Optimization exercise on an open flow, not production practice. RTL: at most simulated, not proved equivalent. Clock network not from TritonCTS: every run shown here. The clock port is an ideal driver here. Power: default activity.

`config.mk`:
```
export PLATFORM = sky130hd
export DESIGN_NAME = median_filter_system
export DESIGN_NICKNAME = median_filter_system
export VERILOG_FILES = /design/flow/design.v
export SDC_FILE = /design/flow/constraint.sdc
export NUM_CORES = 4
export LEC_CHECK = 0
export CAP_MARGIN = 5
export CORE_MARGIN = 2
export CORE_UTILIZATION = 70
export SLEW_MARGIN = 5
```
`constraint.sdc`:
```
create_clock -name core_clock -period 24.0 [get_ports {clk}]
set_input_delay 4.8000 -clock core_clock [delete_from_list [all_inputs] [get_ports {clk}]]
set_output_delay 4.8000 -clock core_clock [all_outputs]
set_load 0.01 [all_outputs]
```
`design.v`:
```
module median_filter
(
    input  wire       clk,
    input  wire       rst_n,
    input  wire       data_valid,
    input  wire [7:0] data_in,
    output wire       win,
    output reg  [7:0] win_median
);
    reg       v_r;
    reg [7:0] d_r;
    reg [5:0] pos;
    reg [7:0] lb [1:18];
    integer i, j;
    always @(posedge clk or negedge rst_n) begin
        if (!rst_n) begin
            v_r <= 1'b0;
            pos <= 6'd0;
        end else begin
            v_r <= data_valid;
            if (v_r)
                pos <= pos + 6'd1;
        end
    end
    always @(posedge clk) begin
        d_r <= data_in;
        if (v_r) begin
            lb[1] <= d_r;
            for (i = 2; i <= 18; i = i + 1)
                lb[i] <= lb[i-1];
        end
    end
    assign win = v_r & (pos[2] | pos[1]) & (pos[5] | pos[4]);
    function lt8(input [7:0] a, input [7:0] b);
        reg l;
        integer t;
        begin
            l = 1'b0;
            for (t = 0; t < 8; t = t + 1)
                l = (~a[t] & b[t]) | ((~a[t] | b[t]) & l);
            lt8 = l;
        end
    endfunction
    wire k1_2   = lt8(lb[2],  lb[1]);
    wire k8_9   = lt8(lb[9],  lb[8]);
    wire k16_17 = lt8(lb[17], lb[16]);
    wire k8_10  = lt8(lb[10], lb[8]);
    wire k16_18 = lt8(lb[18], lb[16]);
    wire k2_8   = lt8(lb[8],  lb[2]);
    wire k10_16 = lt8(lb[16], lb[10]);
    wire k1_8   = lt8(lb[8],  lb[1]);
    wire k9_16  = lt8(lb[16], lb[9]);
    wire k1_9   = lt8(lb[9],  lb[1]);
    wire k8_16  = lt8(lb[16], lb[8]);
    wire k1_10  = lt8(lb[10], lb[1]);
    wire k8_17  = lt8(lb[17], lb[8]);
    wire k8_18  = lt8(lb[18], lb[8]);
    wire k2_16  = lt8(lb[16], lb[2]);
    wire k1_16  = lt8(lb[16], lb[1]);
    wire k1_17  = lt8(lb[17], lb[1]);
    wire k1_18  = lt8(lb[18], lb[1]);
    reg k9_10, k17_18, k2_9, k10_17, k2_10, k9_17, k10_18, k9_18, k2_17, k2_18;
    always @(posedge clk) begin
        if (v_r) begin
            k9_10  <= k8_9;
            k17_18 <= k16_17;
            k2_9   <= k1_8;
            k10_17 <= k9_16;
            k2_10  <= k1_9;
            k9_17  <= k8_16;
            k10_18 <= k9_17;
            k9_18  <= k8_17;
            k2_17  <= k1_16;
            k2_18  <= k1_17;
        end
    end
    wire [7:0] x [0:7];
    assign x[0] = lb[1];
    assign x[1] = lb[2];
    assign x[2] = lb[8];
    assign x[3] = lb[9];
    assign x[4] = lb[10];
    assign x[5] = lb[16];
    assign x[6] = lb[17];
    assign x[7] = lb[18];
    wire [7:0] g [0:7];
    assign g[0] = {k1_18,  k1_17,  k1_16,  k1_10,  k1_9,  k1_8,  k1_2,  1'b0};
    assign g[1] = {k2_18,  k2_17,  k2_16,  k2_10,  k2_9,  k2_8,  2'b0};
    assign g[2] = {k8_18,  k8_17,  k8_16,  k8_10,  k8_9,  3'b0};
    assign g[3] = {k9_18,  k9_17,  k9_16,  k9_10,  4'b0};
    assign g[4] = {k10_18, k10_17, k10_16, 5'b0};
    assign g[5] = {k16_18, k16_17, 6'b0};
    assign g[6] = {k17_18, 7'b0};
    assign g[7] = 8'b0;
    reg [7:0] bf [0:7];    
    reg [6:0] b;
    reg [7:0] sel;
    reg s1, c1, s2, c2, s3, c3;
    always @(*) begin
        for (i = 0; i < 8; i = i + 1)
            for (j = 0; j < 8; j = j + 1)
                if (j > i)
                    bf[i][j] = g[i][j];
                else if (j < i)
                    bf[i][j] = !g[j][i];
                else
                    bf[i][j] = 1'b0;
        win_median = 8'd0;
        for (i = 0; i < 8; i = i + 1) begin
            b = 7'd0;
            for (j = 0; j < 8; j = j + 1)
                if (j < i)
                    b[j] = bf[i][j];
                else if (j > i)
                    b[j-1] = bf[i][j];
            s1 = b[0] ^ b[1] ^ b[2];
            c1 = (b[0] & b[1]) | (b[0] & b[2]) | (b[1] & b[2]);
            s2 = b[3] ^ b[4] ^ b[5];
            c2 = (b[3] & b[4]) | (b[3] & b[5]) | (b[4] & b[5]);
            s3 = s1 ^ s2 ^ b[6];
            c3 = (s1 & s2) | (s1 & b[6]) | (s2 & b[6]);
            sel[i] = s3 & (c1 ^ c2 ^ c3) & ~(c1 & c2 & c3);
            win_median = win_median | ({8{sel[i]}} & x[i]);
        end
    end
endmodule
module zero_edge_handler
(
    input  wire       clk,
    input  wire       rst_n,
    input  wire       win,
    input  wire [7:0] win_median,
    output reg        data_valid_out,
    output reg  [7:0] data_out,
    output reg        frame_complete
);
    reg       play;
    reg       on;
    reg       done;
    reg [5:0] low;
    reg [7:0] buf_q [0:35];
    integer i;
    wire lead    = &low[5:1];
    wire showing = play & (on | ~lead);
    wire at_end  = play & on & (&low);
    wire collect = ~play | at_end;
    wire last    = ~play & (low == 6'd36);
    wire push    = win & collect & ~last;
    wire inner   = (low[5:3] != 3'd0) & (low[5:3] != 3'd7) &
                   (low[2:0] != 3'd0) & (low[2:0] != 3'd7);
    wire shift   = push | (play & inner);
    always @(posedge clk or negedge rst_n) begin
        if (!rst_n) begin
            play           <= 1'b0;
            on             <= 1'b0;
            done           <= 1'b0;
            low            <= 6'd0;
            data_valid_out <= 1'b0;
            frame_complete <= 1'b0;
        end else begin
            if (!play) begin
                if (win) begin
                    if (last) begin
                        play <= 1'b1;
                        low  <= 6'd62;
                    end else
                        low <= low + 6'd1;
                end
            end else if (at_end) begin
                play <= 1'b0;
                low  <= {5'd0, win};
            end else
                low <= low + 6'd1;
            on             <= showing & ~at_end;
            data_valid_out <= showing;
            done           <= done | at_end;
            frame_complete <= done;
        end
    end
    always @(posedge clk) begin
        if (shift) begin
            buf_q[0] <= win_median;
            for (i = 1; i < 36; i = i + 1)
                buf_q[i] <= buf_q[i-1];
        end
        data_out <= inner ? buf_q[35] : 8'd0;
    end
endmodule
module median_filter_system
#(
    parameter WINDOW_SIZE = 3,
    parameter IMAGE_WIDTH = 8,
    parameter IMAGE_HEIGHT = 8,
    parameter PIXEL_WIDTH = 8
)
(
    input wire clk,
    input wire rst_n,
    input wire data_valid,
    input wire [PIXEL_WIDTH-1:0] data_in,
    output wire data_valid_out,
    output wire [PIXEL_WIDTH-1:0] data_out,
    output wire frame_complete
);
    wire       win;
    wire [7:0] win_median;
    median_filter median_filter_inst (
        .clk(clk),
        .rst_n(rst_n),
        .data_valid(data_valid),
        .data_in(data_in),
        .win(win),
        .win_median(win_median)
    );
    zero_edge_handler edge_handler_inst (
        .clk(clk),
        .rst_n(rst_n),
        .win(win),
        .win_median(win_median),
        .data_valid_out(data_valid_out),
        .data_out(data_out),
        .frame_complete(frame_complete)
    );
endmodule
```
`flow/run.sh`:
```
#!/bin/bash
# Layout flow: the standard ORFS flow (standard.sh) with these changes
# to how the layout is made (constraints are the design's):
#  1. After the standard synthesis, its combinational logic is re-mapped by
#     yosys/ABC with an area-oriented script (flow/remap.*). Flip-flops are
#     kept exactly as the standard synthesis made them.
#  2. Port buffers are buf_1 instead of the default delay buffer.
#  3. Timing repair over-fixes setup by SETUP_SLACK_MARGIN.
#  4. The clock tree is a balanced two-level tree (flow/mytree.tcl) in
#     place of TritonCTS's three-level one: 4 group buffers on the clock
#     port, 8 leaf buffers on each, 1/32 of the flip-flops on each leaf.
# Each tool's output goes to a log file in the work folder.
set -euo pipefail
cd "$(dirname "$0")/.."
W=$PWD
F=$W/flow
RES=$W/orfs/results/${FLOW_PLATFORM:-sky130hd}/median_filter_system/base
export BUFFER_PORTS_ARGS="-buffer_cell sky130_fd_sc_hd__buf_1"
export SETUP_SLACK_MARGIN="${OWN_SETUP_MARGIN:-18.0}"
export PRE_CTS_TCL="$F/mytree.tcl"

# 1. standard synthesis netlist
bash standard.sh "$RES/1_2_yosys.v" > flow_synth.log 2>&1
cp "$RES/1_2_yosys.v" "$W/standard_synth.v"

# 2. re-map combinational logic
LIB=$(ls "$FLOW_HOME"/platforms/sky130hd/lib/sky130_fd_sc_hd__tt_025C_1v80.lib)
python3 "$F/gen_models.py" "$LIB" "$W/remap_models.v" > gen_models.log 2>&1
python3 "$F/gen_models.py" "$LIB" "$W/remap_stubs.v" -stubs >> gen_models.log 2>&1
LIB="$LIB" TOP="${FLOW_TOP:-median_filter_system}" \
  REMAP_IN="$W/standard_synth.v" REMAP_OUT="$W/remapped.v" \
  REMAP_MODELS="$W/remap_models.v" REMAP_STUBS="$W/remap_stubs.v" \
  REMAP_ABC="$F/remap.abc" \
  DONT_USE="sky130_fd_sc_hd__probe_p_8 sky130_fd_sc_hd__probec_p_8 sky130_fd_sc_hd__lpflow_* sky130_fd_sc_hd__fa_* sky130_fd_sc_hd__ha_* sky130_fd_sc_hd__fah*" \
  yosys -c "$F/remap.tcl" > remap_yosys.log 2>&1
cp "$W/remapped.v" "$RES/1_2_yosys.v"
touch "$RES/1_2_yosys.v"

# 3. the rest of the standard flow
bash standard.sh > flow_layout.log 2>&1
```
`flow/gen_models.py`:
```
#!/usr/bin/env python3
"""Write Verilog models of the liberty's combinational cells (name list on argv[2:] or all)."""
import re, sys
lib = open(sys.argv[1]).read()
stub_all = len(sys.argv) > 3 and sys.argv[3] == "-stubs"
want = set()
out = open(sys.argv[2], 'w')
# split into cells by brace matching
pos = 0
for m in re.finditer(r'\n\s*cell\s*\(\s*"?([\w]+)"?\s*\)\s*\{', lib):
    name = m.group(1)
    if want and name not in want:
        continue
    i = m.end(); depth = 1
    while depth:
        c = lib[i]
        if c == '{': depth += 1
        elif c == '}': depth -= 1
        i += 1
    body = lib[m.end():i]
    seq = bool(re.search(r'\n\s*(ff|latch|statetable|ff_bank)\s*\(', body))
    pins = []
    for pm in re.finditer(r'\n\s*pin\s*\(\s*"?(\w+)"?\s*\)\s*\{', body):
        j = pm.end(); d = 1
        while d:
            c = body[j]
            if c == '{': d += 1
            elif c == '}': d -= 1
            j += 1
        pb = body[pm.end():j]
        dm = re.search(r'direction\s*:\s*"?(\w+)"?', pb)
        fm = re.search(r'\n\s*function\s*:\s*"([^"]*)"', pb)
        pins.append((pm.group(1), dm.group(1) if dm else None, fm.group(1) if fm else None))
    seen = set(); up = []
    for p in pins:
        if p[0] not in seen:
            seen.add(p[0]); up.append(p)
    pins = up
    outs = [p for p in pins if p[1] == 'output']
    ins = [p for p in pins if p[1] == 'input']
    ports = [p[0] for p in ins] + [p[0] for p in outs]
    if stub_all or seq or not outs or any(p[2] is None for p in outs):
        out.write("(* blackbox *)\n")
        out.write(f"module {name} ({', '.join(ports)});\n")
        for p in ins:
            out.write(f"  input {p[0]};\n")
        for p in outs:
            out.write(f"  output {p[0]};\n")
        out.write("endmodule\n")
        continue
    out.write(f"module {name} ({', '.join(ports)});\n")
    for p in ins:
        out.write(f"  input {p[0]};\n")
    for p in outs:
        f = p[2].replace('!', '~').replace('+', '|')
        out.write(f"  output {p[0]};\n  assign {p[0]} = {f};\n")
    out.write("endmodule\n")
```
`flow/mytree.tcl`:
```
# Two-level clock tree: the clock port drives 4 group buffers (one per
# quadrant of the flip-flops), each drives 4 leaf buffers, each leaf drives
# the flip-flops of its sixteenth. Groups come from recursive median
# bisection of the flip-flop positions, alternating x and y.
proc mytree_split {items axis} {
  set s [lsort -real -index $axis $items]
  set h [expr {[llength $s] / 2}]
  return [list [lrange $s 0 [expr {$h - 1}]] [lrange $s $h end]]
}
proc mytree_centroid {items} {
  set sx 0.0; set sy 0.0
  foreach it $items { set sx [expr {$sx + [lindex $it 1]}]; set sy [expr {$sy + [lindex $it 2]}] }
  set n [llength $items]
  return [list [expr {int($sx / $n)}] [expr {int($sy / $n)}]]
}
proc mytree_build {clk_port_net leaf_master group_master {leaf_depth 2}} {
  set block [ord::get_db_block]
  set db [ord::get_db]
  set net [$block findNet $clk_port_net]
  set sinks {}
  foreach it [$net getITerms] {
    set inst [$it getInst]
    set loc [$inst getLocation]
    lappend sinks [list $it [lindex $loc 0] [lindex $loc 1]]
  }
  # two bisections -> 4 groups; two more -> 4 leaves per group
  set groups {}
  foreach a [mytree_split $sinks 1] { foreach b [mytree_split $a 2] { lappend groups $b } }
  set lm [$db findMaster $leaf_master]
  set gm [$db findMaster $group_master]
  set gi 0; set li 0
  foreach g $groups {
    set leaves [list $g]
    for {set d 0} {$d < $leaf_depth} {incr d} {
      set nl {}
      foreach l $leaves { foreach h [mytree_split $l [expr {1 + ($d % 2)}]] { lappend nl $h } }
      set leaves $nl
    }
    set gbuf [odb::dbInst_create $block $gm "clkbuf_grp_$gi"]
    set gnet [odb::dbNet_create $block "clknet_grp_$gi"]
    $gnet setSigType CLOCK
    [$gbuf findITerm A] connect $net
    [$gbuf findITerm X] connect $gnet
    set lcs {}
    foreach l $leaves {
      set lbuf [odb::dbInst_create $block $lm "clkbuf_leaf_$li"]
      set lnet [odb::dbNet_create $block "clknet_leaf_$li"]
      $lnet setSigType CLOCK
      foreach it $l {
        set iterm [lindex $it 0]
        $iterm disconnect
        $iterm connect $lnet
      }
      [$lbuf findITerm A] connect $gnet
      [$lbuf findITerm X] connect $lnet
      set c [mytree_centroid $l]
      $lbuf setLocation [lindex $c 0] [lindex $c 1]
      $lbuf setPlacementStatus PLACED
      lappend lcs [list x [lindex $c 0] [lindex $c 1]]
      incr li
    }
    set c [mytree_centroid $lcs]
    $gbuf setLocation [lindex $c 0] [lindex $c 1]
    $gbuf setPlacementStatus PLACED
    incr gi
  }
  $net setSigType CLOCK
  global_connect
  puts "mytree: [llength $sinks] sinks, $gi group buffers, $li leaf buffers"
}

# Used as PRE_CTS_TCL: cts.tcl then calls clock_tree_synthesis, which builds
# this tree instead of TritonCTS's; the rest of cts.tcl (placement
# legalization, timing repair) runs as usual.
rename clock_tree_synthesis tritoncts_clock_tree_synthesis
proc clock_tree_synthesis { args } {
  mytree_build clk sky130_fd_sc_hd__clkbuf_8 sky130_fd_sc_hd__clkbuf_16 3
  set_propagated_clock [all_clocks]
}
```
`flow/remap.abc`:
```
strash
&get -n
&fraig -x
&put
scorr
dc2
strash
&get -n
&dch -f
&nf -R 1000
&put
topo
```
`flow/remap.tcl`:
```
# Re-map the combinational logic of the standard synthesis netlist with an
# area-oriented ABC script. Flip-flop instances (names, cell types and
# connections to their own nets) are left as the standard synthesis made them.
# env: REMAP_IN REMAP_OUT REMAP_MODELS REMAP_STUBS REMAP_ABC LIB TOP DONT_USE
yosys read_verilog $::env(REMAP_MODELS)
yosys read_verilog $::env(REMAP_IN)
yosys hierarchy -check -top $::env(TOP)
yosys flatten
yosys delete "A:blackbox"
yosys hierarchy -top $::env(TOP)
yosys delete "A:blackbox"
yosys read_verilog $::env(REMAP_STUBS)
yosys hierarchy -check -top $::env(TOP)
yosys opt -purge
yosys techmap
yosys opt -fast -purge
set du {}
foreach c $::env(DONT_USE) { lappend du -dont_use $c }
yosys abc -script $::env(REMAP_ABC) -liberty $::env(LIB) {*}$du
yosys opt_clean -purge
yosys hilomap -singleton -hicell sky130_fd_sc_hd__conb_1 HI -locell sky130_fd_sc_hd__conb_1 LO
yosys insbuf -buf sky130_fd_sc_hd__buf_4 A X
yosys splitnets
yosys opt_clean -purge
yosys check -assert
yosys tee -o $::env(REMAP_OUT).stat stat -liberty $::env(LIB)
yosys select $::env(TOP)
yosys write_verilog -noattr -nohex -nodec -selected $::env(REMAP_OUT)
```
`standard.sh`:
```
#!/bin/bash
# synth_recipe.tcl (not shown) runs the flow's synth.tcl, then flattens the netlist and writes it again
# the make line also repeats each setting of config.mk as NAME=value (left out here)
make -C /OpenROAD-flow-scripts/flow DESIGN_CONFIG=/design/flow/config.mk WORK_HOME=/design/flow/orfs CLKGATE_MAP_FILE= SYNTH_SCRIPT=/design/flow/synth_recipe.tcl "${@:-finish}"
```
==> key figures, run 1 <==
Run status
  – Outcome: no timing/DRC/antenna violations

Place
  – DP HPWL: 19,200 um
  – GP Congestion: 0.899
  – Area after DPL: 0.0175 mm^2
  – IO Port Bufs: 20

Setup path
  – Instance count on the critical path: 1
  – Crit path DAT: 840 ps
  – Worst path buffer plus inverter count: 1
  – Sequence of cells on the critical path: buf_1
  – Delay-heaviest family, CP: flip-flops
  – Crit start category: flip-flop
  – Critical Path Sink Type: primary output
  – Worst Path Max Fanout: 1
  – Worst-case reg-to-reg path depth: 6
  – CP peak stage delay: 390 ps
  – Slowest CP cell: dfrtp_1
  – Critical Path RT: 19,200 ps
  – Crit path kind: reg -> out

STA
  – RSZ-0062 raised after global routing: no
  – Fin. Hold Viols: 0
  – Final worst hold slack: 392 ps
  – Tightest Pin Transition: 1180 ps
  – Fmax: 177 MHz
  – Fin Setup TNS: 0 ps
  – Clk_skew: 30.1 ps
  – Final setup fails: 0
  – Crit share post-route: 23.5%
  – Minimum clock period: 5640 ps
  – Worst slew margin: 20.7%
  – Final Max Slew Viols: 0

Power and ir drop
  – PD cells: 106 mW/mm^2
  – Sw Pwr: 0.506 mW
  – Pleak: 5.79 nW
  – Net Sw Frac: 26.5%
  – Combinational cell fraction of total power: 14.9%
  – Maximum VDD drop: 0.0705 mV
  – Power share of the clock group: 19.3%
  – Pint: 1.40 mW
  – Sequential share of power: 65.8%
  – Total power: 1.91 mW

Drt
  – Total Wirelength: 32,000 um
  – WL/cell: 24.2 um
  – DRT Pass-1 Iters: 7
  – Detailed-route DRC error count: 0
  – Routed Antenna Nets: 0
  – Detail-routed via count per cell: 6.66
  – DR iter-0 viols: 1,638
  – Vias: 8,808

Yosys
  – Mean Syn Cell Area: 18.1 um^2
  – YS warnings: 5
  – Cell Area, Synth: 0.0170 mm^2
  – Synth Net Count: 949
  – Synthesized instance count: 938

Floorplan
  – Std cell rows: 56
  – Chip width: 160 um
  – Initial Util: 71.8%
  – Core ar.: 0.0236 mm^2
  – Die Area: 0.0255 mm^2
  – DIE HEIGHT: 160 um
  – I/O pin cnt: 21

Finish
  – Share of layout cells above drive strength 1: 4.88%
  – Fin area: 0.0181 mm^2
  – Layout Nets: 1,017
  – Area taken by multi-input logic gates: 0.00270 mm^2
  – Seq. cell area: 0.0140 mm^2
  – ANT cells: 0
  – Layout area overhead: 6.54%
  – Filler cells: 1,251
  – Finished Core Util: 76.5%

GRT
  – Pin count of the biggest net entering global routing: 105
  – Vias in the first global route: 8,596
  – Grt ovf: 0
  – First-pass GRT wire length: 49,900 um
  – Initial antenna violation count: 0
  – GRT Total Usage: 25.2%

CTS
  – Clock slew at reported path FFs: 110 ps
  – Post_cts resized: 0
  – Setup bufs post-CTS: 0
  – CTS Hold Buffers Added: 0
  – Worst-Skew Late Latency: 350 ps

Worst hold path
  – Worst hold path stage count: 0
  – Min-delay worst type: reg -> reg

Job
  – Max cap viols: 0
## placed cells by master, fill, tap and decap left out, drive strengths merged, types with 2 or more instances in the layout
cell type,instances
nor2b,5
a222oi,20
clkbuf,36
nand4,3
nand2b,6
a221oi,15
o22ai,52
o211ai,3
clkinv,62
a21oi,47
or2,2
a22o,2
o21ai,20
a31oi,3
a211oi,5
nor2,28
and2,13
dfrtp,18
nor3,13
nand3,12
dfxtp,16
buf,30
and3,3
nand2,29
o21a,2
edfxtp,442
xnor2,34
maj3,23
o221a,2
xor2,12
o221ai,16
a22oi,24
## routing by layer
metal / GRT usage [%] / up-vias / routed length, um
li1: - / 3864 / -
met2: 41.9 / 495 / 15600
met1: 36.5 / 4347 / 12800
met4: 6.61 / 0 / 1120
met5: 0 / - / 0
met3: 3.04 / 102 / 2500
## final cells by class
type / count / share of cell area, %
sequential: 476 / 77.7
multi-input combinational: 400 / 14.9
buffer: 36 / 2.99
tap: 319 / 2.21
inverter: 62 / 1.29
timing repair buffer: 30 / 0.831
## power by group through the flow
stage / combinational (mW) / sequential [mW] / clock (mW)
2_1_floorplan: 0.189 / 1.24 / 0
3_3_place_gp: 0.260 / 1.25 / 0
3_5_place_dp: 0.279 / 1.27 / 0
4_1_cts: 0.280 / 1.26 / 0.377
5_1_grt: 0.308 / 1.28 / 0.406
6_report: 0.285 / 1.26 / 0.369
## sequential cells by signal, summed over array words and instances (netlist names), 6 cells and up
name	count
edge_handler_inst.low	6
edge_handler_inst.data_out	8
median_filter_inst.d_r	8
median_filter_inst.pos	6
median_filter_inst.lb	144
edge_handler_inst.buf_q	288
## path summary, 6_finish.rpt
| check | start | end | slack, ps |
|---|---|---|---|
| setup / recovery | edge_handler_inst.frame_complete$_DFF_PN0_ | frame_complete | 18360 |
| setup reg to reg | edge_handler_inst.low[1]$_DFFE_PN0P_ | edge_handler_inst.buf_q[10][7]$_DFFE_PP_ | 18500 |
| max in group asynchronous | rst_n | median_filter_inst.v_r$_DFF_PN0_ | 18610 |
| hold / removal | median_filter_inst.d_r[7]$_DFF_P_ | median_filter_inst.lb[1][7]$_DFFE_PP_ | 390 |
| hold reg to reg | median_filter_inst.d_r[7]$_DFF_P_ | median_filter_inst.lb[1][7]$_DFFE_PP_ | 390 |
| min in group asynchronous | rst_n | edge_handler_inst.low[5]$_DFFE_PN0P_ | 4640 |
## through the flow
step                      worst slack [ps]  instances
after floorplan                      18820        938
after global placement               18460       1287
after detailed placement             18290       1287
after CTS                            18350       1323
after global routing                 18120       1323
final                                18360       1323
==> run 2, diff against run 1 <==
--- a/flow/run.sh
+++ b/flow/run.sh
@@ -16,7 +16,7 @@
 F=$W/flow
 RES=$W/orfs/results/${FLOW_PLATFORM:-sky130hd}/median_filter_system/base
 export BUFFER_PORTS_ARGS="-buffer_cell sky130_fd_sc_hd__buf_1"
-export SETUP_SLACK_MARGIN="${OWN_SETUP_MARGIN:-18.0}"
+export SETUP_SLACK_MARGIN="${OWN_SETUP_MARGIN:-18.6}"
 export PRE_CTS_TCL="$F/mytree.tcl"
 
 # 1. standard synthesis netlist
==> key figures, run 2 <==
Yosys
  – Synthesized instance count: 938 (unchanged)
  – Synth Net Count: 949 (unchanged)
  – YS warnings: 5 (unchanged)
  – Cell Area, Synth: 0.0170 mm^2 (unchanged)
  – Mean Syn Cell Area: 18.1 um^2 (unchanged)

Drt
  – Detail-routed via count per cell: 6.71 (+0.78%)
  – Routed Antenna Nets: 0 (unchanged)
  – DRT Pass-1 Iters: 9 (+2)
  – DR iter-0 viols: 1,609 (-1.8%)
  – WL/cell: 24.7 um (+1.8%)
  – Detailed-route DRC error count: 0 (unchanged)
  – Vias: 8,897 (+1.0%)
  – Total Wirelength: 32,700 um (+2.0%)

Setup path
  – Worst R2R Start: median_filter_inst.lb[8][1]$_DFFE_PP_
  – Delay-heaviest family, CP: flip-flops
  – Crit path kind: reg -> out
  – Worst-case reg-to-reg path depth: 17 (+11)
  – Crit start category: flip-flop
  – FF-to-FF setup slack: 18,920 ps (+420 ps)
  – Crit path DAT: 840 ps (about the same)
  – Sequence of cells on the critical path: clkbuf_2
  – Worst reg2reg path endpoint: edge_handler_inst.buf_q[0][1]$_DFFE_PP_
  – Worst path buffer plus inverter count: 1 (unchanged)
  – Critical Path RT: 19,200 ps (about the same)
  – Slowest CP cell: dfrtp_1
  – Worst Path Max Fanout: 1 (unchanged)
  – Critical Path Sink Type: primary output
  – CP peak stage delay: 390 ps (about the same)

GRT
  – First-pass GRT wire length: 50,000 um (+0.22%)
  – Grt ovf: 0 (unchanged)
  – Initial antenna violation count: 1 (+1)
  – GRT Total Usage: 25.2% (+0.051 points)
  – Pin count of the biggest net entering global routing: 105 (unchanged)
  – Vias in the first global route: 8,621 (+0.29%)

Finish
  – Reg with most FFs: edge_handler_inst.buf_q
  – Commonest cells after routing, fill and taps aside: 442 x edfxtp_1, 62 x clkinv_1, 52 x o22ai_1
  – Commonest non-fill, non-tap cell in the layout: edfxtp_1
  – ANT cells: 0 (unchanged)
  – Layout Nets: 1,020 (+0.29%)
  – Share of layout cells above drive strength 1: 6.95% (+2.1 points)
  – Registers with the most flip-flops: edge_handler_inst.buf_q: 288 flops, median_filter_inst.lb: 144 flops
  – Largest register FFs: 288 (unchanged)
  – Layout area overhead: 7.09%

Worst hold path
  – Worst hold path stage count: 0 (unchanged)
  – Min-delay worst type: reg -> reg
  – Hold Path End: median_filter_inst.lb[1][7]$_DFFE_PP_
  – Hold Crit Start: median_filter_inst.d_r[7]$_DFF_P_

Floorplan
  – Die Area: 0.0255 mm^2 (unchanged)
  – I/O pin cnt: 21 (unchanged)
  – Core ar.: 0.0236 mm^2 (unchanged)
  – Std cell rows: 56 (unchanged)
  – Initial Util: 71.8% (unchanged)
  – Chip width: 160 um (unchanged)
  – DIE HEIGHT: 160 um (unchanged)

Place
  – DP HPWL: 19,200 um (unchanged)
  – IO Port Bufs: 20 (unchanged)
  – Pre-CTS WS: 18,290 ps (unchanged)
  – GP Congestion: 0.899 (unchanged)

STA
  – Minimum clock period: 5640 ps (-1.80 ps)
  – Crit share post-route: 23.5% (about the same)
  – Final Max Slew Viols: 0 (unchanged)
  – Setup WS post-layout: 18,360 ps (+1.80 ps)
  – Clk_skew: 30.1 ps (-0.0251 ps)
  – Fin. Hold Viols: 0 (unchanged)
  – RSZ-0062 raised after global routing: yes
  – Worst slew margin: 23.1% (+2.4 points)
  – Fmax: 177 MHz (about the same)
  – Final setup fails: 0 (unchanged)
  – Fin Setup TNS: 0 ps (unchanged)
  – Tightest Pin Transition: 1140 ps (-35.3 ps)

Run status
  – Outcome: no timing/DRC/antenna violations

CTS
  – Worst-Skew Late Latency: 340 ps (about the same)
  – Clock slew at reported path FFs: 100 ps (about the same)
  – CTS Hold Buffers Added: 0 (unchanged)

Power and ir drop
  – Pleak: 5.86 nW (+1.1%)
  – PD cells: 106 mW/mm^2 (+0.40%)
  – Maximum VDD drop: 0.0772 mV (+9.4%)

Job
  – Max cap viols: 0 (unchanged)
## run 2: per-layer routing
layer | share of wire (%) | track usage (%)
met5 | 0 | 0
met4 | 2.9 | 6.65
met3 | 8.4 | 3.04
met2 | 49 | 42.2
met1 | 39 | 36.4
## run 2: where the power goes
part           total, mW  internal [mW]  switching (mW)
clock network      0.372          0.151           0.221
registers           1.26           1.17          0.0929
logic              0.296         0.0943           0.201
total               1.93           1.41           0.515
## run 2: worst max path at each step
stage                                                     from                                to  slack (ps)  cells past startpoint
global route        edge_handler_inst.frame_complete$_DFF_PN0_                    frame_complete       18340                      1
finish              edge_handler_inst.frame_complete$_DFF_PN0_                    frame_complete       18360                      1
CTS                 edge_handler_inst.frame_complete$_DFF_PN0_                    frame_complete       18350                      1
detailed placement                                       rst_n  median_filter_inst.v_r$_DFF_PN0_       18290                      1
global placement                                         rst_n  median_filter_inst.v_r$_DFF_PN0_       18460                      1
floorplan           edge_handler_inst.data_valid_out$_DFF_PN0_                    data_valid_out       18820                      0
## run 2: final cells by class
cell class / instances / area [um^2]
sequential: 476 / 14100
fill: 1234 / 5450
multi-input combinational: 400 / 2700
buffer: 36 / 541
tap: 319 / 399
inverter: 62 / 233
timing repair buffer: 33 / 231
## run 2: per-stage QoR
| stage | instances | util (%) | power, mW | instance area (um^2) | hold slack [ps] |
|---|---|---|---|---|---|
| 2_1_floorplan | 938 | - | 1.43 | 17000 | 347 |
| 3_3_place_gp | 1287 | 74.2 | 1.51 | 17500 | 356 |
| 6_report | 1326 | 76.9 | 1.93 | 18200 | 397 |
| 4_1_cts | 1323 | 76.7 | 1.92 | 18100 | 396 |
| 5_1_grt | 1326 | 76.9 | 2.01 | 18200 | 400 |
| 3_5_place_dp | 1287 | 74.2 | 1.55 | 17500 | 383 |
## run 2: what timing repair did
| action | 4_1_cts | 5_1_grt |
|---|---|---|
| setup endpoints to repair | 114 | 140 |
| gates resized for setup | 17 | 10 |
| setup buffers | 0 | 3 |
==> run 3, diff against run 2 <==
--- a/flow/run.sh
+++ b/flow/run.sh
@@ -7,8 +7,8 @@
 #  2. Port buffers are buf_1 instead of the default delay buffer.
 #  3. Timing repair over-fixes setup by SETUP_SLACK_MARGIN.
 #  4. The clock tree is a balanced two-level tree (flow/mytree.tcl) in
-#     place of TritonCTS's three-level one: 4 group buffers on the clock
-#     port, 8 leaf buffers on each, 1/32 of the flip-flops on each leaf.
+#     place of TritonCTS's three-level one: 4 group buffers (buf_12) on the clock
+#     port, 8 leaf buffers (buf_6) on each, 1/32 of the flip-flops on each leaf.
 # Each tool's output goes to a log file in the work folder.
 set -euo pipefail
 cd "$(dirname "$0")/.."
@@ -16,7 +16,7 @@
 F=$W/flow
 RES=$W/orfs/results/${FLOW_PLATFORM:-sky130hd}/median_filter_system/base
 export BUFFER_PORTS_ARGS="-buffer_cell sky130_fd_sc_hd__buf_1"
-export SETUP_SLACK_MARGIN="${OWN_SETUP_MARGIN:-18.6}"
+export SETUP_SLACK_MARGIN="${OWN_SETUP_MARGIN:-18.0}"
 export PRE_CTS_TCL="$F/mytree.tcl"
 
 # 1. standard synthesis netlist
--- a/flow/mytree.tcl
+++ b/flow/mytree.tcl
@@ -1,11 +1,18 @@
 # Two-level clock tree: the clock port drives 4 group buffers (one per
-# quadrant of the flip-flops), each drives 4 leaf buffers, each leaf drives
-# the flip-flops of its sixteenth. Groups come from recursive median
-# bisection of the flip-flop positions, alternating x and y.
-proc mytree_split {items axis} {
+# quadrant of the flip-flops), each drives 8 leaf buffers, each leaf drives
+# the flip-flops of its 1/32. Groups come from recursive median bisection
+# of the flip-flop positions, alternating x and y. Every flip-flop is
+# behind exactly one group and one leaf buffer, so the tree is balanced.
+proc mytree_split {items axis {k 2}} {
   set s [lsort -real -index $axis $items]
-  set h [expr {[llength $s] / 2}]
-  return [list [lrange $s 0 [expr {$h - 1}]] [lrange $s $h end]]
+  set n [llength $s]
+  set out {}
+  for {set i 0} {$i < $k} {incr i} {
+    set a [expr {($n * $i) / $k}]
+    set b [expr {($n * ($i + 1)) / $k - 1}]
+    lappend out [lrange $s $a $b]
+  }
+  return $out
 }
 proc mytree_centroid {items} {
   set sx 0.0; set sy 0.0
@@ -13,7 +20,7 @@
   set n [llength $items]
   return [list [expr {int($sx / $n)}] [expr {int($sy / $n)}]]
 }
-proc mytree_build {clk_port_net leaf_master group_master {leaf_depth 2}} {
+proc mytree_build {clk_port_net leaf_master group_master {leaf_depth {2 2}}} {
   set block [ord::get_db_block]
   set db [ord::get_db]
   set net [$block findNet $clk_port_net]
@@ -31,10 +38,12 @@
   set gi 0; set li 0
   foreach g $groups {
     set leaves [list $g]
-    for {set d 0} {$d < $leaf_depth} {incr d} {
+    set d 0
+    foreach k $leaf_depth {
       set nl {}
-      foreach l $leaves { foreach h [mytree_split $l [expr {1 + ($d % 2)}]] { lappend nl $h } }
+      foreach l $leaves { foreach h [mytree_split $l [expr {1 + ($d % 2)}] $k] { lappend nl $h } }
       set leaves $nl
+      incr d
     }
     set gbuf [odb::dbInst_create $block $gm "clkbuf_grp_$gi"]
     set gnet [odb::dbNet_create $block "clknet_grp_$gi"]
@@ -74,6 +83,6 @@
 # legalization, timing repair) runs as usual.
 rename clock_tree_synthesis tritoncts_clock_tree_synthesis
 proc clock_tree_synthesis { args } {
-  mytree_build clk sky130_fd_sc_hd__clkbuf_8 sky130_fd_sc_hd__clkbuf_16 3
+  mytree_build clk sky130_fd_sc_hd__buf_6 sky130_fd_sc_hd__buf_12 {2 2 2}
   set_propagated_clock [all_clocks]
 }
--- a/config.mk
+++ b/config.mk
@@ -7,5 +7,5 @@
 export LEC_CHECK = 0
 export CAP_MARGIN = 5
 export CORE_MARGIN = 2
-export CORE_UTILIZATION = 70
+export CORE_UTILIZATION = 75
 export SLEW_MARGIN = 5
==> key figures, run 3 <==
Place
  – GP Congestion: 0.880 (-2.1%)
  – DP HPWL: 20,000 um (+4.2%)
  – Placed instance count: 1,254 (-2.6%)
  – Pre-CTS WS: 18,350 ps (+65.0 ps)
  – Area after DPL: 0.0175 mm^2 (-0.20%)
  – IO Port Bufs: 20 (unchanged)

Power and ir drop
  – Net Sw Frac: 27.5% (+0.76 points)
  – Sequential share of power: 65.9% (+0.5 points)
  – Sw Pwr: 0.525 mW (+1.9%)
  – Combinational cell fraction of total power: 15.6% (+0.3 points)
  – Total power: 1.91 mW (-0.95%)
  – Pint: 1.39 mW (-2.0%)
  – Pleak: 5.75 nW (-1.9%)
  – PD cells: 106 mW/mm^2 (+0.31%)
  – Maximum VDD drop: 0.0611 mV (-21%)
  – Power share of the clock group: 18.4% (-0.9 points)

Setup path
  – Sequence of cells on the critical path: buf_1
  – CP peak stage delay: 360 ps (-30 ps)
  – Crit start category: flip-flop
  – Slowest CP cell: dfrtp_1
  – Worst Path Max Fanout: 1 (unchanged)
  – Delay-heaviest family, CP: flip-flops
  – Critical Path RT: 19,200 ps (about the same)
  – Crit path kind: reg -> out
  – Crit path DAT: 830 ps (about the same)
  – Worst path buffer plus inverter count: 1 (unchanged)
  – Critical Path Sink Type: primary output

Finish
  – Registers with the most flip-flops: edge_handler_inst.buf_q: 288 flops, median_filter_inst.lb: 144 flops
  – Filler cells: 1,115 (-9.6%)
  – Commonest cells after routing, fill and taps aside: 442 x edfxtp_1, 62 x clkinv_1, 52 x o22ai_1
  – Share of layout cells above drive strength 1: 4.98% (-2.0 points)
  – Layout Nets: 1,018 (-0.20%)
  – Fin area: 0.0179 mm^2 (-1.3%)
  – Reg with most FFs: edge_handler_inst.buf_q
  – Layout area overhead: 5.75%
  – Commonest non-fill, non-tap cell in the layout: edfxtp_1
  – Finished Core Util: 79.9% (+3.0 points)
  – Largest register FFs: 288 (unchanged)
  – ANT cells: 0 (unchanged)
  – Post-Layout Cell Count: 1,290 (-2.7%)

GRT
  – First-pass GRT wire length: 50,400 um (+0.81%)
  – Initial antenna violation count: 0 (-1)
  – GRT Total Usage: 27.8% (+2.6 points)
  – Pin count of the biggest net entering global routing: 87 (-17%)
  – Vias in the first global route: 8,664 (+0.50%)
  – Grt ovf: 0 (unchanged)

Drt
  – Met3 wire len: 2880 um (+4.3%)
  – WL met2: 16,000 um (-1.4%)
  – WL/cell: 25.5 um (+3.5%)
  – Vias: 8,982 (+0.96%)
  – Highest Signal Layer: met4
  – Total Wirelength: 32,900 um (+0.70%)
  – DR iter-0 viols: 1,272 (-21%)
  – DRT Pass-1 Iters: 8 (-1)
  – Detailed-route DRC error count: 0 (unchanged)
  – DRT met1 WL: 12,700 um (-1.1%)
  – Detail-routed via count per cell: 6.96 (+3.8%)
  – Routed Antenna Nets: 0 (unchanged)

Worst hold path
  – Min-delay worst type: reg -> reg

Floorplan
  – Initial Util: 75.6% (+3.8 points)
  – I/O pin cnt: 21 (unchanged)
  – Core ar.: 0.0224 mm^2 (-5.0%)
  – Chip width: 154 um (-3.3%)
  – Die Area: 0.0238 mm^2 (-6.5%)
  – DIE HEIGHT: 154 um (-3.3%)
  – Std cell rows: 55 (-1.8%)

STA
  – Minimum clock period: 5630 ps (-12.1 ps)
  – Tightest Pin Transition: 1310 ps (+170 ps)
  – Final setup fails: 0 (unchanged)
  – Fin. Hold Viols: 0 (unchanged)
  – Fin Setup TNS: 0 ps (unchanged)
  – Final Max Slew Viols: 0 (unchanged)
  – Setup WS post-layout: 18,370 ps (+12.1 ps)
  – Final worst hold slack: 409 ps (+12.0 ps)
  – RSZ-0062 raised after global routing: no
  – Fmax: 178 MHz (+0.21%)
  – Worst slew margin: 11.7% (-11 points)
  – Crit share post-route: 23.5% (-0.050 points)
  – Clk_skew: 39.7 ps (+9.59 ps)

Run status
  – Outcome: no timing/DRC/antenna violations

Yosys
  – YS warnings: 5 (unchanged)
  – Mean Syn Cell Area: 18.1 um^2 (unchanged)
  – Synth Net Count: 949 (unchanged)
  – Cell Area, Synth: 0.0170 mm^2 (unchanged)
  – Synthesized instance count: 938 (unchanged)

CTS
  – Worst-Skew Late Latency: 310 ps (-30 ps)
  – Setup bufs post-CTS: 0 (unchanged)
  – CTS Hold Buffers Added: 0 (unchanged)
  – Clock slew at reported path FFs: 100 ps (about the same)
  – Post_cts resized: 0 (-17)

Job
  – Max cap viols: 0 (unchanged)
==> run 3: path summary, 6_finish.rpt <==
kind / cells past startpoint / slack (ps) / to / from
worst max-delay path: 1 / 18370 / data_valid_out / edge_handler_inst.data_valid_out$_DFF_PN0_
worst min-delay path: 0 / 410 / median_filter_inst.lb[1][7]$_DFFE_PP_ / median_filter_inst.d_r[7]$_DFF_P_
worst max register to register: 18 / 18630 / edge_handler_inst.buf_q[0][2]$_DFFE_PP_ / median_filter_inst.lb[8][1]$_DFFE_PP_
worst min register to register: 0 / 410 / median_filter_inst.lb[1][7]$_DFFE_PP_ / median_filter_inst.d_r[7]$_DFF_P_
max in group asynchronous: 1 / 18700 / median_filter_inst.v_r$_DFF_PN0_ / rst_n
min in group asynchronous: 1 / 4620 / median_filter_inst.pos[1]$_DFFE_PN0P_ / rst_n
==> run 3: final cells by class <==
cell class	instances	area, um^2	area share (%)
flip-flops and latches	476	14000	78.3
well taps	285	357	1.99
inverters	62	233	1.30
repair buffers	31	158	0.879
plain buffers	36	440	2.46
multi-input cells	400	2700	15.1
==> run 3: power by group through the flow <==
stage               clock network [mW]  registers, mW  logic (mW)
floorplan                            0           1.24       0.189
global placement                     0           1.25       0.262
detailed placement                   0           1.27       0.290
CTS                              0.356           1.26       0.294
global route                     0.381           1.27       0.320
finish                           0.352           1.26       0.299
==> run 3: metal layers <==
metal / GRT usage [%] / vias to the layer above
li1: - / 3870
met1: 39.6 / 4408
met2: 46.0 / 585
met3: 3.64 / 119
met4: 9.83 / 0
met5: 0 / -
==> run 4, diff against run 3 <==
--- a/config.mk
+++ b/config.mk
@@ -5,7 +5,7 @@
 export SDC_FILE = /design/flow/constraint.sdc
 export NUM_CORES = 4
 export LEC_CHECK = 0
-export CAP_MARGIN = 5
+export CAP_MARGIN = 0
 export CORE_MARGIN = 2
-export CORE_UTILIZATION = 75
-export SLEW_MARGIN = 5
+export CORE_UTILIZATION = 70
+export SLEW_MARGIN = 0
==> key figures, run 4 <==
Drt
  – DR iter-0 viols: 1,637 (+29%)
  – Detailed-route DRC error count: 0 (unchanged)
  – Detail-routed via count per cell: 6.67 (-4.2%)
  – Vias: 8,823 (-1.8%)
  – DRT Pass-1 Iters: 8 (unchanged)
  – Routed Antenna Nets: 0 (unchanged)
  – WL/cell: 24.0 um (-5.8%)
  – Total Wirelength: 31,800 um (-3.4%)

STA
  – Worst slew margin: 18.3% (+6.6 points)
  – Crit share post-route: 23.4% (-0.053 points)
  – Fin. Hold Viols: 0 (unchanged)
  – Minimum clock period: 5620 ps (-12.8 ps)
  – RSZ-0062 raised after global routing: no
  – Clk_skew: 37.1 ps (-2.64 ps)
  – Final Max Slew Viols: 0 (unchanged)
  – Tightest Pin Transition: 1230 ps (-89.1 ps)
  – Final setup fails: 0 (unchanged)
  – Fin Setup TNS: 0 ps (unchanged)
  – Fmax: 178 MHz (+0.23%)

Power and ir drop
  – Maximum VDD drop: 0.0599 mV (-1.9%)
  – Power share of the clock group: 18.5% (about the same)
  – Sequential share of power: 66.3% (+0.4 points)
  – PD cells: 105 mW/mm^2 (-0.95%)
  – Total power: 1.90 mW (-0.75%)
  – Combinational cell fraction of total power: 15.1% (-0.5 points)
  – Pleak: 5.75 nW (about the same)
  – Sw Pwr: 0.510 mW (-2.8%)
  – Net Sw Frac: 26.9% (-0.57 points)
  – Pint: 1.39 mW (about the same)

Finish
  – Share of layout cells above drive strength 1: 4.88% (-0.095 points)
  – Largest register FFs: 288 (unchanged)
  – Filler cells: 1,286 (+15%)
  – Registers with the most flip-flops: edge_handler_inst.buf_q: 288 flops, median_filter_inst.lb: 144 flops
  – Commonest cells after routing, fill and taps aside: 442 x edfxtp_1, 62 x clkinv_1, 52 x o22ai_1
  – Layout Nets: 1,017 (-0.098%)
  – Layout area overhead: 5.95%
  – Commonest non-fill, non-tap cell in the layout: edfxtp_1
  – ANT cells: 0 (unchanged)
  – Reg with most FFs: edge_handler_inst.buf_q

GRT
  – Vias in the first global route: 8,600 (-0.74%)
  – Pin count of the biggest net entering global routing: 105 (+21%)
  – GRT Total Usage: 25.0% (-2.8 points)
  – Grt ovf: 0 (unchanged)
  – Initial antenna violation count: 0 (unchanged)
  – First-pass GRT wire length: 49,700 um (-1.4%)

Setup path
  – Critical Path RT: 19,200 ps (about the same)
  – FF-to-FF setup slack: 18,480 ps (-150 ps)
  – Delay-heaviest family, CP: flip-flops
  – Worst-case reg-to-reg path depth: 6 (-12)
  – Worst reg2reg path endpoint: edge_handler_inst.buf_q[25][5]$_DFFE_PP_
  – Worst Path Max Fanout: 1 (unchanged)
  – Instance count on the critical path: 1 (unchanged)
  – Critical Path Sink Type: primary output
  – Sequence of cells on the critical path: buf_1
  – Crit path DAT: 820 ps (about the same)
  – Crit start category: flip-flop
  – Worst R2R Start: edge_handler_inst.low[1]$_DFFE_PN0P_
  – CP peak stage delay: 400 ps (+40 ps)
  – Slowest CP cell: dfrtp_1
  – Crit path kind: reg -> out
  – Worst path buffer plus inverter count: 1 (unchanged)

Floorplan
  – DIE HEIGHT: 160 um (+3.4%)
  – Chip width: 160 um (+3.4%)
  – Std cell rows: 56 (+1.8%)
  – I/O pin cnt: 21 (unchanged)
  – Die Area: 0.0255 mm^2 (+7.0%)
  – Initial Util: 71.8% (-3.8 points)
  – Core ar.: 0.0236 mm^2 (+5.3%)

Yosys
  – Synthesized instance count: 938 (unchanged)
  – Synth Net Count: 949 (unchanged)
  – Cell Area, Synth: 0.0170 mm^2 (unchanged)
  – YS warnings: 5 (unchanged)
  – Mean Syn Cell Area: 18.1 um^2 (unchanged)

CTS
  – Setup bufs post-CTS: 0 (unchanged)
  – Worst-Skew Late Latency: 300 ps (about the same)
  – Post_cts resized: 0 (unchanged)
  – Clock slew at reported path FFs: 110 ps (about the same)
  – CTS Hold Buffers Added: 0 (unchanged)

Run status
  – Outcome: no timing/DRC/antenna violations

Worst hold path
  – Hold Path End: median_filter_inst.lb[1][7]$_DFFE_PP_
  – Min-delay worst type: reg -> reg
  – Hold Crit Start: median_filter_inst.d_r[7]$_DFF_P_
  – Worst hold path stage count: 0 (unchanged)

Job
  – Max cap viols: 0 (unchanged)

Place
  – IO Port Bufs: 20 (unchanged)
  – GP Congestion: 0.899 (+2.1%)
  – DP HPWL: 19,200 um (-4.0%)
## run 4: cell count changes in the layout (fill, tap and decap cells not counted)
| cell | before | now |
|---|---|---|
| buf_4 | 11 | 10 |
## run 4: per-stage QoR
step	utilization [%]	setup WS [ps]	hold WS, ps	std cells	area [um^2]
after floorplan	-	18820	347	938	17000
after global placement	74.2	18460	356	1287	17500
after detailed placement	74.2	18290	383	1287	17500
after CTS	76.1	18390	395	1323	18000
after global routing	76.1	18080	401	1323	18000
final	76.1	18380	393	1323	18000
## run 4: per-layer routing
metal / global-route usage, % / wire length (um) / vias up
met5: 0 / 0 / -
met4: 5.83 / 884 / 0
met3: 3.38 / 2650 / 93
met2: 41.8 / 15600 / 532
met1: 36.2 / 12700 / 4326
li1: - / - / 3872
## run 4: power groups by stage
stage | logic, mW | clock network, mW | registers, mW
finish | 0.287 | 0.352 | 1.26
CTS | 0.281 | 0.359 | 1.26
detailed placement | 0.279 | 0 | 1.27
global placement | 0.260 | 0 | 1.25
floorplan | 0.189 | 0 | 1.24
global route | 0.309 | 0.386 | 1.28
## run 4: worst max path at each step
stage,start,end,slack (ps)
final,edge_handler_inst.frame_complete$_DFF_PN0_,frame_complete,18380
after global routing,edge_handler_inst.low[3]$_DFFE_PN0P_,edge_handler_inst.buf_q[21][6]$_DFFE_PP_,18080
after CTS,edge_handler_inst.frame_complete$_DFF_PN0_,frame_complete,18390
after detailed placement,rst_n,median_filter_inst.v_r$_DFF_PN0_,18290
after global placement,rst_n,median_filter_inst.v_r$_DFF_PN0_,18460
after floorplan,edge_handler_inst.data_valid_out$_DFF_PN0_,data_valid_out,18820
## run 4: layout make-up
class | count | area (um^2) | share of cell area [%]
Buffer | 36 | 440 | 2.45
Tap cell | 319 | 399 | 2.22
Inverter | 62 | 233 | 1.30
Sequential cell | 476 | 14000 | 78.2
Timing Repair Buffer | 30 | 150 | 0.836
Multi-Input combinational cell | 400 | 2700 | 15.0
==> run 5, diff against run 4 <==
--- a/config.mk
+++ b/config.mk
@@ -5,7 +5,7 @@
 export SDC_FILE = /design/flow/constraint.sdc
 export NUM_CORES = 4
 export LEC_CHECK = 0
-export CAP_MARGIN = 0
+export CAP_MARGIN = 5
 export CORE_MARGIN = 2
 export CORE_UTILIZATION = 70
-export SLEW_MARGIN = 0
+export SLEW_MARGIN = 5
==> key figures, run 5 <==
Run status
  – Outcome: no timing/DRC/antenna violations

Yosys
  – Mean Syn Cell Area: 18.1 um^2 (unchanged)
  – Synth Net Count: 949 (unchanged)
  – Cell Area, Synth: 0.0170 mm^2 (unchanged)
  – YS warnings: 5 (unchanged)
  – Synthesized instance count: 938 (unchanged)

Setup path
  – FF-to-FF setup slack: 18,480 ps (about the same)
  – Worst path buffer plus inverter count: 1 (unchanged)
  – Critical Path Sink Type: primary output
  – Worst R2R Start: edge_handler_inst.low[1]$_DFFE_PN0P_
  – Critical Path RT: 19,200 ps (about the same)
  – Worst Path Max Fanout: 1 (unchanged)
  – Sequence of cells on the critical path: buf_1
  – Delay-heaviest family, CP: flip-flops
  – Crit start category: flip-flop
  – Worst-case reg-to-reg path depth: 6 (unchanged)
  – Slowest CP cell: dfrtp_1
  – Worst reg2reg path endpoint: edge_handler_inst.buf_q[25][5]$_DFFE_PP_
  – Crit path kind: reg -> out
  – CP peak stage delay: 400 ps (about the same)
  – Crit path DAT: 820 ps (about the same)
  – Instance count on the critical path: 1 (unchanged)

CTS
  – Clock slew at reported path FFs: 110 ps (about the same)
  – CTS Hold Buffers Added: 0 (unchanged)
  – Post_cts resized: 0 (unchanged)
  – Worst-Skew Late Latency: 300 ps (about the same)
  – Setup bufs post-CTS: 0 (unchanged)

STA
  – Clk_skew: 37.1 ps (unchanged)
  – Minimum clock period: 5620 ps (unchanged)
  – Worst slew margin: 18.3% (unchanged)
  – RSZ-0062 raised after global routing: no
  – Final worst hold slack: 393 ps (unchanged)
  – Fmax: 178 MHz (unchanged)
  – Tightest Pin Transition: 1230 ps (unchanged)
  – Fin Setup TNS: 0 ps (unchanged)
  – Fin. Hold Viols: 0 (unchanged)
  – Crit share post-route: 23.4% (unchanged)
  – Final Max Slew Viols: 0 (unchanged)
  – Setup WS post-layout: 18,380 ps (unchanged)
  – Final setup fails: 0 (unchanged)

Worst hold path
  – Hold Path End: median_filter_inst.lb[1][7]$_DFFE_PP_
  – Min-delay worst type: reg -> reg
  – Hold Crit Start: median_filter_inst.d_r[7]$_DFF_P_
  – Worst hold path stage count: 0 (unchanged)

Finish
  – Share of layout cells above drive strength 1: 4.88% (unchanged)
  – Layout area overhead: 5.95% (unchanged)
  – ANT cells: 0 (unchanged)
  – Finished Core Util: 76.1% (unchanged)
  – Layout Nets: 1,017 (unchanged)
  – Commonest non-fill, non-tap cell in the layout: edfxtp_1
  – Commonest cells after routing, fill and taps aside: 442 x edfxtp_1, 62 x clkinv_1, 52 x o22ai_1
  – Reg with most FFs: edge_handler_inst.buf_q
  – Filler cells: 1,286 (unchanged)
  – Largest register FFs: 288 (unchanged)
  – Registers with the most flip-flops: edge_handler_inst.buf_q: 288 flops, median_filter_inst.lb: 144 flops

Job
  – Max cap viols: 0 (unchanged)

Floorplan
  – I/O pin cnt: 21 (unchanged)
  – Chip width: 160 um (unchanged)
  – Std cell rows: 56 (unchanged)
  – Die Area: 0.0255 mm^2 (unchanged)
  – Core ar.: 0.0236 mm^2 (unchanged)
  – Initial Util: 71.8% (unchanged)
  – DIE HEIGHT: 160 um (unchanged)

GRT
  – First-pass GRT wire length: 49,700 um (unchanged)
  – GRT Total Usage: 25.0% (unchanged)
  – Grt ovf: 0 (unchanged)
  – Met1 usage: 36.2% (unchanged)
  – M2 GR Usage: 41.8% (unchanged)
  – Vias in the first global route: 8,600 (unchanged)
  – Met3 Track Usage GR: 3.38% (unchanged)
  – Initial antenna violation count: 0 (unchanged)
  – GRT Max-Usage Layer: met2
  – Pin count of the biggest net entering global routing: 105 (unchanged)

Drt
  – Routed Antenna Nets: 0 (unchanged)
  – Detail-routed via count per cell: 6.67 (unchanged)
  – Detailed-route DRC error count: 0 (unchanged)
  – Total Wirelength: 31,800 um (unchanged)
  – DRT Pass-1 Iters: 8 (unchanged)
  – Vias: 8,823 (unchanged)
  – WL/cell: 24.0 um (unchanged)
  – DR iter-0 viols: 1,637 (unchanged)

Power and ir drop
  – PD cells: 105 mW/mm^2 (unchanged)
  – Combinational cell fraction of total power: 15.1% (about the same)
  – Pint: 1.39 mW (unchanged)
  – Net Sw Frac: 26.9% (unchanged)
  – Maximum VDD drop: 0.0599 mV (unchanged)
  – Sequential share of power: 66.3% (about the same)
  – Power share of the clock group: 18.5% (about the same)
  – Sw Pwr: 0.510 mW (unchanged)
  – Pleak: 5.75 nW (unchanged)

Place
  – GP Congestion: 0.899 (unchanged)
  – Pre-CTS WS: 18,290 ps (unchanged)
  – DP HPWL: 19,200 um (unchanged)
  – IO Port Bufs: 20 (unchanged)
## run 5: cell counts in the layout (fill, tap and decap cells not counted)
Identical to the previous run, type by type.
## run 5: layer usage
metal  vias up  share of wire [%]
li1       3872                  -
met5         -                  0
met2       532                 49
met4         0                2.8
met3        93                8.3
met1      4326                 40
## run 5: worst max path at each step
stage / from / end
4_1_cts: edge_handler_inst.frame_complete$_DFF_PN0_ / frame_complete
3_3_place_gp: rst_n / median_filter_inst.v_r$_DFF_PN0_
2_1_floorplan: edge_handler_inst.data_valid_out$_DFF_PN0_ / data_valid_out
6_report: edge_handler_inst.frame_complete$_DFF_PN0_ / frame_complete
3_5_place_dp: rst_n / median_filter_inst.v_r$_DFF_PN0_
5_1_grt: edge_handler_inst.low[3]$_DFFE_PN0P_ / edge_handler_inst.buf_q[21][6]$_DFFE_PP_
## run 5: through the flow
step	instances	power (mW)	instance area, um^2
floorplan	938	1.43	17000
global placement	1287	1.51	17500
detailed placement	1287	1.55	17500
CTS	1323	1.90	18000
global route	1323	1.97	18000
finish	1323	1.90	18000
## run 5: area by class of cell
type / count / area (um^2) / share of cell area (%)
buffer: 36 / 440 / 2.45
timing repair buffer: 30 / 150 / 0.836
inverter: 62 / 233 / 1.30
sequential: 476 / 14000 / 78.2
tap: 319 / 399 / 2.22
multi-input combinational: 400 / 2700 / 15.0
## run 5: power groups by stage
stage                     clock, mW  sequential (mW)  combinational [mW]
final                         0.352             1.26               0.287
after floorplan                   0             1.24               0.189
after global routing          0.386             1.28               0.309
after detailed placement          0             1.27               0.279
after global placement            0             1.25               0.260
after CTS                     0.359             1.26               0.281
==> run 6, diff against run 5 <==
--- a/config.mk
+++ b/config.mk
@@ -5,7 +5,8 @@
 export SDC_FILE = /design/flow/constraint.sdc
 export NUM_CORES = 4
 export LEC_CHECK = 0
-export CAP_MARGIN = 5
+export CAP_MARGIN = 20
 export CORE_MARGIN = 2
 export CORE_UTILIZATION = 70
-export SLEW_MARGIN = 5
+export GPL_TIMING_DRIVEN = 0
+export SLEW_MARGIN = 20
==> key figures, run 6 <==
STA
  – Setup WS post-layout: 18,420 ps (+30.6 ps)
  – Minimum clock period: 5580 ps (-30.6 ps)
  – Worst slew margin: 30.5% (+12 points)
  – Clk_skew: 34.9 ps (-2.18 ps)
  – Fin Setup TNS: 0 ps (unchanged)
  – Fin. Hold Viols: 0 (unchanged)
  – Final setup fails: 0 (unchanged)
  – Fmax: 179 MHz (+0.55%)
  – Crit share post-route: 23.3% (-0.13 points)
  – Final worst hold slack: 394 ps (+0.981 ps)
  – Tightest Pin Transition: 1030 ps (-191 ps)
  – Final Max Slew Viols: 0 (unchanged)
  – RSZ-0062 raised after global routing: no

Setup path
  – Crit path DAT: 780 ps (-40 ps)
  – Worst-case reg-to-reg path depth: 18 (+12)
  – Crit path kind: reg -> out
  – Crit start category: flip-flop
  – Delay-heaviest family, CP: flip-flops
  – Worst Path Max Fanout: 1 (unchanged)
  – Worst reg2reg path endpoint: edge_handler_inst.buf_q[0][4]$_DFFE_PP_
  – Critical Path RT: 19,200 ps (about the same)
  – Sequence of cells on the critical path: buf_1
  – Worst R2R Start: median_filter_inst.lb[8][1]$_DFFE_PP_
  – FF-to-FF setup slack: 18,520 ps (+40 ps)
  – CP peak stage delay: 390 ps (about the same)
  – Worst path buffer plus inverter count: 1 (unchanged)
  – Critical Path Sink Type: primary output
  – Slowest CP cell: dfrtp_1

Finish
  – Largest register FFs: 288 (unchanged)
  – Reg with most FFs: edge_handler_inst.buf_q
  – Layout area overhead: 6.64%
  – Share of layout cells above drive strength 1: 5.29% (+0.41 points)
  – Commonest cells after routing, fill and taps aside: 442 x edfxtp_1, 62 x clkinv_1, 52 x o22ai_1
  – ANT cells: 0 (unchanged)
  – Fin area: 0.0181 mm^2 (+0.65%)
  – Registers with the most flip-flops: edge_handler_inst.buf_q: 288 flops, median_filter_inst.lb: 144 flops
  – Post-Layout Cell Count: 1,321 (-0.15%)
  – Layout Nets: 1,015 (-0.20%)
  – Commonest non-fill, non-tap cell in the layout: edfxtp_1

Worst hold path
  – Hold Path End: median_filter_inst.lb[1][6]$_DFFE_PP_
  – Worst hold path stage count: 0 (unchanged)
  – Min-delay worst type: reg -> reg
  – Hold Crit Start: median_filter_inst.d_r[6]$_DFF_P_

Drt
  – Routed Antenna Nets: 0 (unchanged)
  – Detail-routed via count per cell: 6.66 (about the same)
  – WL/cell: 24.6 um (+2.4%)
  – Detailed-route DRC error count: 0 (unchanged)
  – Vias: 8,802 (-0.24%)
  – Total Wirelength: 32,500 um (+2.3%)
  – DR iter-0 viols: 1,502 (-8.2%)
  – DRT Pass-1 Iters: 6 (-2)

Yosys
  – Mean Syn Cell Area: 18.1 um^2 (unchanged)
  – YS warnings: 5 (unchanged)
  – Synth Net Count: 949 (unchanged)
  – Synthesized instance count: 938 (unchanged)
  – Cell Area, Synth: 0.0170 mm^2 (unchanged)

Power and ir drop
  – Combinational cell fraction of total power: 16.0% (+0.9 points)
  – Net Sw Frac: 27.1% (+0.23 points)
  – Sw Pwr: 0.518 mW (+1.6%)
  – Pint: 1.39 mW (+0.40%)
  – Maximum VDD drop: 0.0832 mV (+39%)
  – PD cells: 106 mW/mm^2 (about the same)
  – Power share of the clock group: 18.4% (about the same)
  – Sequential share of power: 65.6% (-0.7 points)
  – Pleak: 5.78 nW (+0.62%)

Job
  – Max cap viols: 0 (unchanged)

CTS
  – Clock slew at reported path FFs: 110 ps (about the same)
  – Worst-Skew Late Latency: 300 ps (about the same)
  – Post_cts resized: 0 (unchanged)
  – Setup bufs post-CTS: 0 (unchanged)
  – CTS Hold Buffers Added: 0 (unchanged)

Place
  – GP Congestion: 0.879 (-2.3%)
  – Area after DPL: 0.0176 mm^2 (+0.66%)
  – DP HPWL: 19,900 um (+3.6%)
  – Pre-CTS WS: 18,250 ps (-32.8 ps)
  – Placed instance count: 1,285 (-0.16%)
  – IO Port Bufs: 20 (unchanged)

GRT
  – Grt ovf: 0 (unchanged)
  – Initial antenna violation count: 0 (unchanged)
  – GRT Total Usage: 25.3% (+0.26 points)
  – Pin count of the biggest net entering global routing: 69 (-34%)
  – First-pass GRT wire length: 49,900 um (+0.54%)
  – Vias in the first global route: 8,801 (+2.3%)

Run status
  – Outcome: no timing/DRC/antenna violations

Floorplan
  – Std cell rows: 56 (unchanged)
  – Core ar.: 0.0236 mm^2 (unchanged)
  – DIE HEIGHT: 160 um (unchanged)
  – Chip width: 160 um (unchanged)
  – Initial Util: 71.8% (unchanged)
  – Die Area: 0.0255 mm^2 (unchanged)
  – I/O pin cnt: 21 (unchanged)
## run 6: metal layers
metal	track usage, %	wire length (um)
met5	0	0
met4	7.02	1200
met3	2.65	2400
met2	43.2	16100
met1	35.7	12800
## run 6: power groups by stage
stage                     registers, mW  logic (mW)  clock network [mW]
after floorplan                    1.24       0.189                   0
final                              1.25       0.305               0.352
after detailed placement           1.26       0.297                   0
after global placement             1.26       0.244                   0
after CTS                          1.26       0.299               0.360
after global routing               1.27       0.327               0.387
## run 6: final cells by class
type,instances,area [um^2]
inverters,62,233
plain buffers,36,440
repair buffers,28,241
multi-input cells,400,2730
flip-flops and latches,476,14000
well taps,319,399
fillers,1239,5530
## run 6: worst max-delay path by stage
stage,from,end,slack (ps),cells past startpoint
6_report,edge_handler_inst.frame_complete$_DFF_PN0_,frame_complete,18420,1
5_1_grt,median_filter_inst.lb[8][1]$_DFFE_PP_,edge_handler_inst.buf_q[0][4]$_DFFE_PP_,18310,18
4_1_cts,edge_handler_inst.data_out[7]$_SDFF_PN0_,data_out[7],18410,1
3_5_place_dp,rst_n,median_filter_inst.v_r$_DFF_PN0_,18250,1
3_3_place_gp,median_filter_inst.v_r$_DFF_PN0_,edge_handler_inst.buf_q[0][7]$_DFFE_PP_,17770,2
2_1_floorplan,edge_handler_inst.data_valid_out$_DFF_PN0_,data_valid_out,18820,0
## run 6: metrics by stage
stage	util, %	total power, mW
5_1_grt	76.6	1.98
3_3_place_gp	73.9	1.51
6_report	76.6	1.91
2_1_floorplan	-	1.43
4_1_cts	76.6	1.91
3_5_place_dp	74.7	1.56
==> run 7, diff against run 6 <==
--- a/config.mk
+++ b/config.mk
@@ -8,5 +8,6 @@
 export CAP_MARGIN = 20
 export CORE_MARGIN = 2
 export CORE_UTILIZATION = 70
+export GPL_ROUTABILITY_DRIVEN = 0
 export GPL_TIMING_DRIVEN = 0
 export SLEW_MARGIN = 20
==> key figures, run 7 <==
Drt
  – Total Wirelength: 26,400 um (-19%)
  – DRT Pass-1 Iters: 13 (+7)
  – WL/cell: 20.0 um (-19%)
  – Routed Antenna Nets: 0 (unchanged)
  – Detailed-route DRC error count: 0 (unchanged)
  – Detail-routed via count per cell: 6.58 (-1.3%)
  – Vias: 8,675 (-1.4%)
  – DR iter-0 viols: 1,629 (+8.5%)

Finish
  – Post-Layout Cell Count: 1,319 (-0.15%)
  – Registers with the most flip-flops: edge_handler_inst.buf_q: 288 flops, median_filter_inst.lb: 144 flops
  – Layout Nets: 1,013 (-0.20%)
  – Share of layout cells above drive strength 1: 5.00% (-0.29 points)
  – Layout area overhead: 6.59% (about the same)
  – Largest register FFs: 288 (unchanged)
  – Commonest non-fill, non-tap cell in the layout: edfxtp_1
  – ANT cells: 0 (unchanged)
  – Reg with most FFs: edge_handler_inst.buf_q
  – Commonest cells after routing, fill and taps aside: 442 x edfxtp_1, 62 x clkinv_1, 52 x o22ai_1
  – Fin area: 0.0181 mm^2 (about the same)

Yosys
  – Cell Area, Synth: 0.0170 mm^2 (unchanged)
  – YS warnings: 5 (unchanged)
  – Mean Syn Cell Area: 18.1 um^2 (unchanged)
  – Synth Net Count: 949 (unchanged)
  – Synthesized instance count: 938 (unchanged)

Setup path
  – Crit path kind: reg -> out
  – Crit start category: flip-flop
  – CP peak stage delay: 330 ps (-60 ps)
  – Worst path buffer plus inverter count: 1 (unchanged)
  – Worst R2R Start: median_filter_inst.lb[8][1]$_DFFE_PP_
  – Critical Path Sink Type: primary output
  – Delay-heaviest family, CP: flip-flops
  – CP startpoint: edge_handler_inst.data_out[3]$_SDFF_PN0_
  – Critical Path RT: 19,200 ps (about the same)
  – Crit path DAT: 760 ps (-20 ps)
  – Slowest CP cell: dfxtp_1
  – Worst Path Max Fanout: 1 (unchanged)
  – Sequence of cells on the critical path: buf_1

GRT
  – First-pass GRT wire length: 42,500 um (-15%)
  – Initial antenna violation count: 0 (unchanged)
  – Grt ovf: 0 (unchanged)
  – Vias in the first global route: 8,246 (-6.3%)
  – GRT Total Usage: 20.6% (-4.7 points)
  – Pin count of the biggest net entering global routing: 62 (-10%)

Floorplan
  – Die Area: 0.0255 mm^2 (unchanged)
  – Std cell rows: 56 (unchanged)
  – Core ar.: 0.0236 mm^2 (unchanged)
  – Initial Util: 71.8% (unchanged)
  – I/O pin cnt: 21 (unchanged)
  – Chip width: 160 um (unchanged)
  – DIE HEIGHT: 160 um (unchanged)

Power and ir drop
  – Pleak: 5.77 nW (-0.15%)
  – Maximum VDD drop: 0.0713 mV (-14%)
  – PD cells: 103 mW/mm^2 (-2.0%)

STA
  – Tightest Pin Transition: 1090 ps (+57.4 ps)
  – Fin. Hold Viols: 0 (unchanged)
  – Final setup fails: 0 (unchanged)
  – Minimum clock period: 5560 ps (-21.7 ps)
  – Fmax: 180 MHz (+0.39%)
  – Fin Setup TNS: 0 ps (unchanged)
  – Clk_skew: 42.8 ps (+7.88 ps)
  – Worst slew margin: 26.6% (-3.9 points)
  – Crit share post-route: 23.2% (-0.090 points)
  – Final worst hold slack: 386 ps (-8.78 ps)
  – Final Max Slew Viols: 0 (unchanged)
  – RSZ-0062 raised after global routing: no

Worst hold path
  – Min-delay worst type: reg -> reg
  – Hold Crit Start: median_filter_inst.d_r[5]$_DFF_P_

Place
  – DP HPWL: 15,900 um (-20%)
  – IO Port Bufs: 20 (unchanged)
  – Area after DPL: 0.0176 mm^2 (-0.13%)
  – Placed instance count: 1,283 (-0.16%)

Job
  – Max cap viols: 0 (unchanged)

CTS
  – CTS Hold Buffers Added: 0 (unchanged)
  – Clock slew at reported path FFs: 110 ps (about the same)
  – Post_cts resized: 0 (unchanged)
  – Setup bufs post-CTS: 0 (unchanged)
  – Worst-Skew Late Latency: 300 ps (about the same)

Run status
  – Outcome: no timing/DRC/antenna violations
## run 7: final cells by class
class / instances / area, um^2
Buffer: 36 / 440
Sequential cell: 476 / 14000
Inverter: 62 / 233
Tap cell: 319 / 399
Timing Repair Buffer: 26 / 233
Multi-Input combinational cell: 400 / 2730
Fill cell: 1365 / 5540
## run 7: where the power goes
group,internal [mW],leakage (nW),switching [mW]
clock network,0.131,0.231,0.212
registers,1.16,4.56,0.0721
logic,0.0944,0.982,0.198
total,1.39,5.77,0.482
## run 7: layer usage
layer | vias to the layer above | part of all wire (%) | wire [um] | GRT usage, %
met3 | 167 | 8.7 | 2310 | 3.25
met4 | 0 | 4.8 | 1270 | 6.98
met5 | - | 0 | 0 | 0
met1 | 4108 | 42 | 11100 | 31.5
li1 | 3860 | - | - | -
met2 | 540 | 44 | 11700 | 31.3
## run 7: stage by stage
stage / util (%) / total power, mW / worst slack (ps)
2_1_floorplan: - / 1.43 / 18820
3_3_place_gp: 73.9 / 1.50 / 17690
3_5_place_dp: 74.6 / 1.53 / 18310
4_1_cts: 76.5 / 1.88 / 18420
5_1_grt: 76.6 / 1.96 / 18380
6_report: 76.6 / 1.87 / 18440
## run 7: path summary, 6_finish.rpt
path	end	slack, ps	depth (start not counted)
min in group asynchronous	median_filter_inst.v_r$_DFF_PN0_	4640	1
setup reg to reg	edge_handler_inst.buf_q[0][6]$_DFFE_PP_	18710	18
max in group asynchronous	median_filter_inst.v_r$_DFF_PN0_	18690	1
setup / recovery	data_out[3]	18440	1
hold / removal	median_filter_inst.lb[1][5]$_DFFE_PP_	390	0
hold reg to reg	median_filter_inst.lb[1][5]$_DFFE_PP_	390	0
